This is an optimization exercise on Yosys and OpenROAD, whose aim is small area, not a production implementation.
RTL that was checked went through simulation tests only; none was proved equivalent to the original.

==> flow/design.v <==
`timescale 1ns / 1ps
module top(
    input wire clk,
    input wire rstn,
    input wire uart_rx,
    output wire uart_tx,
    input wire [3:0] switches,
    output wire spi_cs,
    output wire spi_dq0,
    input wire spi_dq1,
    output wire spi_dq2,
    output wire spi_dq3,
    output wire spi_sck,
    output wire speaker_mute,
    output wire mclk,
    input wire i2c_scl_i,
    output wire i2c_scl_o,
    output wire i2c_scl_t,
    input wire i2c_sda_i,
    output wire i2c_sda_o,
    output wire i2c_sda_t,
    output wire i2s_lrclk,
    output wire i2s_dacdat,
    input wire i2s_adcdat,
    output wire i2s_bclk,
    output wire [31:0] bram_addra,
    input wire [31:0] bram_douta,
    output wire bram_ena,
    output wire bram_rsta
    );
    wire rst = ~rstn;
    assign speaker_mute = 1'b0;
    assign spi_cs = 1'b1;
    assign spi_dq0 = 1'b0;
    assign spi_dq2 = 1'b0;
    assign spi_dq3 = 1'b0;
    assign spi_sck = 1'b0;
    assign bram_rsta = 1'b0;
    assign bram_ena = 1'b1;
    assign i2c_scl_t = 1'b0;
    assign uart_tx = uart_rx;
    reg [2:0] mj;
    always @(posedge clk) begin
        if (rst) mj <= 3'b000;
        else mj <= {mj[1:0], ~mj[2]};
    end
    assign mclk = mj[2];
    reg [4:0] b;
    reg [1:0] v;
    reg [3:0] u;
    wire b_end = &b;
    wire step = b_end & v[1];            
    wire load = step & (&u[2:0]);        
    wire rise = load & ~u[3];
    always @(posedge clk) begin
        if (rst) begin
            b <= 5'd0;
            v <= 2'd0;
            u <= 4'd0;
        end else begin
            b <= b ^ {&b[3:0], &b[2:0], &b[1:0], b[0], 1'b1};
            if (b_end) v <= {v[0], ~v[1] & ~v[0]};
            if (step) u <= u ^ {&u[2:0], &u[1:0], u[0], 1'b1};
        end
    end
    assign i2s_bclk = b[4];
    assign i2s_lrclk = u[3];
    reg [11:0] k;
    wire [11:0] kinc;
    genvar gi;
    assign kinc[0] = 1'b1;
    generate for (gi = 1; gi < 12; gi = gi + 1) begin : kc
        assign kinc[gi] = &k[gi-1:0];
    end endgenerate
    always @(posedge clk) begin
        if (rst) k <= 12'd0;
        else if (rise) k <= (&k[11:7] & (&k[4:2])) ? 12'd0 : k ^ kinc;
    end
    assign bram_addra = {20'b0, k[11:2], 2'b0};
    reg [23:0] d;
    always @(posedge clk) begin
        if (load) d <= bram_douta[31:8];
    end
    reg [2:0] grp;
    always @(*) begin
        case (u[2:0])
            3'd0: grp = d[23:21];
            3'd1: grp = d[20:18];
            3'd2: grp = d[17:15];
            3'd3: grp = d[14:12];
            3'd4: grp = d[11:9];
            3'd5: grp = d[8:6];
            3'd6: grp = d[5:3];
            default: grp = d[2:0];
        endcase
    end
    wire dbit = v[1] ? grp[0] : (v[0] ? grp[1] : grp[2]);
    reg [3:0] t;
    reg [1:0] s;
    reg [3:0] n;
    reg h;
    wire i2c_done = t[3] & t[0];
    wire tail = &s;
    wire hold = i2c_done & n[3] & h;
    always @(posedge clk) begin
        if (rst) begin
            t <= 4'd0;
            s <= 2'd3;
            n <= 4'd8;
            h <= 1'b1;
        end else if (step & ~hold) begin
            if (tail & n[3] & n[0]) begin
                h <= 1'b0;
                n <= 4'd0;
                s <= 2'd0;
            end else if (h) begin
                h <= 1'b0;
                if (n[3] & ~tail) begin
                    n <= 4'd0;
                    s <= {s[1] ^ s[0], ~s[0]};
                    if (s[1]) t <= t ^ {&t[2:0], &t[1:0], t[0], 1'b1};
                end else begin
                    n <= n ^ {&n[2:0], &n[1:0], n[0], 1'b1};
                end
            end else begin
                h <= 1'b1;
            end
        end
    end
    wire [15:0] w =
        (t == 4'd0) ? {7'b0001111, 9'b0_0000_0000} :
        (t == 4'd1) ? {7'b0000110, 9'b0_0111_0000} :
        (t == 4'd2) ? {7'b0000100, 9'b0_0001_0101} :
        (t == 4'd3) ? {7'b0000001, 9'b1_0001_0111} :
        (t == 4'd4) ? {7'b0000101, 9'b0_0000_0000} :
        (t == 4'd5) ? {7'b0000111, 9'b0_0000_1001} :
        (t == 4'd6) ? {7'b0000010, 9'b1_1110_0101} :
        (t == 4'd7) ? {7'b0001001, 9'b0_0000_0001} :
                      {7'b0000110, 9'b0_0110_0000};
    wire [7:0] cur = s[1] ? w[7:0] : (s[0] ? w[15:8] : 8'b00110100);
    wire tbit = cur[~n[2:0]];
    wire n_zero = ~|n;
    wire scl_w = h | (tail & ~n_zero);
    wire sdat_w = ~tail & n[3];
    wire sda_w = tail ? (~n_zero & ~(n[3] & n[0])) : (~n[3] & tbit);
    reg sda_dly;
    always @(posedge clk) sda_dly <= sda_w;
    assign i2c_scl_o = scl_w;
    assign i2c_sda_t = sdat_w;
    assign i2c_sda_o = sda_dly;
    wire valid = (|k) | i2c_done;
    assign i2s_dacdat = switches[0] ? i2s_adcdat : (valid & dbit);
endmodule
Settings: LEC_CHECK=0, CAP_MARGIN=20, CORE_MARGIN=2, CORE_UTILIZATION=40, SLEW_MARGIN=20; clock period 13.5 ns.
standard.sh (not shown) runs the stock make flow with config.mk's settings and CLKGATE_MAP_FILE= SYNTH_SCRIPT=/design/flow/synth_recipe.tcl, a recipe that flattens the netlist after the stock synthesis.
==> flow/flow/run.sh <==
#!/bin/bash
set -euo pipefail
export SKIP_REPAIR_TIE_FANOUT=1
export BUFFER_PORTS_ARGS="-buffer_cell sky130_fd_sc_hd__buf_1"
export CTS_ARGS="-sink_clustering_enable -repair_clock_nets -dont_use_dummy_load -buf_list {sky130_fd_sc_hd__clkbuf_4 sky130_fd_sc_hd__clkbuf_8}"
bash standard.sh > standard.log 2>&1
The starting point ran to the end with no violations.
Then changed:
--- a/flow/design.v
+++ b/flow/design.v
@@ -124,23 +124,34 @@
                 end
             end else begin
                 h <= 1'b1;
             end
         end
     end
-    wire [15:0] w =
-        (t == 4'd0) ? {7'b0001111, 9'b0_0000_0000} :
-        (t == 4'd1) ? {7'b0000110, 9'b0_0111_0000} :
-        (t == 4'd2) ? {7'b0000100, 9'b0_0001_0101} :
-        (t == 4'd3) ? {7'b0000001, 9'b1_0001_0111} :
-        (t == 4'd4) ? {7'b0000101, 9'b0_0000_0000} :
-        (t == 4'd5) ? {7'b0000111, 9'b0_0000_1001} :
-        (t == 4'd6) ? {7'b0000010, 9'b1_1110_0101} :
-        (t == 4'd7) ? {7'b0001001, 9'b0_0000_0001} :
-                      {7'b0000110, 9'b0_0110_0000};
-    wire [7:0] cur = s[1] ? w[7:0] : (s[0] ? w[15:8] : 8'b00110100);
+    reg [7:0] byte1, byte2;
+    always @(*) begin
+        case (t)
+            4'd0: begin byte1 = 8'b0001111_0; byte2 = 8'b0000_0000; end
+            4'd1: begin byte1 = 8'b0000110_0; byte2 = 8'b0111_0000; end
+            4'd2: begin byte1 = 8'b0000100_0; byte2 = 8'b0001_0101; end
+            4'd3: begin byte1 = 8'b0000001_1; byte2 = 8'b0001_0111; end
+            4'd4: begin byte1 = 8'b0000101_0; byte2 = 8'b0000_0000; end
+            4'd5: begin byte1 = 8'b0000111_0; byte2 = 8'b0000_1001; end
+            4'd6: begin byte1 = 8'b0000010_1; byte2 = 8'b1110_0101; end
+            4'd7: begin byte1 = 8'b0001001_0; byte2 = 8'b0000_0001; end
+            default: begin byte1 = 8'b0000110_0; byte2 = 8'b0110_0000; end
+        endcase
+    end
+    reg [7:0] cur;
+    always @(*) begin
+        case (s)
+            2'd0: cur = 8'b00110100;
+            2'd1: cur = byte1;
+            default: cur = byte2;
+        endcase
+    end
     wire tbit = cur[~n[2:0]];
     wire n_zero = ~|n;
     wire scl_w = h | (tail & ~n_zero);
     wire sdat_w = ~tail & n[3];
     wire sda_w = tail ? (~n_zero & ~(n[3] & n[0])) : (~n[3] & tbit);
     reg sda_dly;
Result:
- fmax drops by 0.64%
- flip-flop and latch count goes up by 12
- sequential share of layout area goes up by 3.4 points
- register-to-register slack gains 0.08 ns
- non-clock buffer count is unchanged
- global-route usage hardly moves
- die area goes up by 6.7%
- cell area rises by 7.7%
- setup slack gets worse by 0.038 ns
- via count goes up by 3.7%
- cell count climbs by 4.7%
Function not checked in the first run of this note: the RTL went through the layout flow alone.

==> re-timing with driven ports <==
In the flow no input, the clock included, has a driving cell. The finished layouts below were timed again as built, in two steps. Step 1 sets driving cells, clkbuf_16 on the clock port and buf_2 on the other inputs (assumed; they add their load-dependent delay and slew). Step 2 moves the port delays by t, midway between the first and last clock arrival at a register: inputs arrive t later, outputs are due t later. That takes back most of the time a late clock gives input paths. Three values: ideal, step 1, step 2; two values: the first two.
run | shift t [ns] | setup WS [ns] | worst register clock-pin slew, ns | cell pins on the clock port's net
the first run | 0.361 | 7.547 / 7.524 / 7.524 | 0.07 / 0.07 | 1
the second run | 0.361 | 7.509 / 7.489 / 7.489 | 0.09 / 0.09 | 1
After both steps setup and hold are still met in every run listed. For the first run, which loses most, drivers alone change the setup slack by -0.023 ns; drivers and shift together by -0.023 ns.
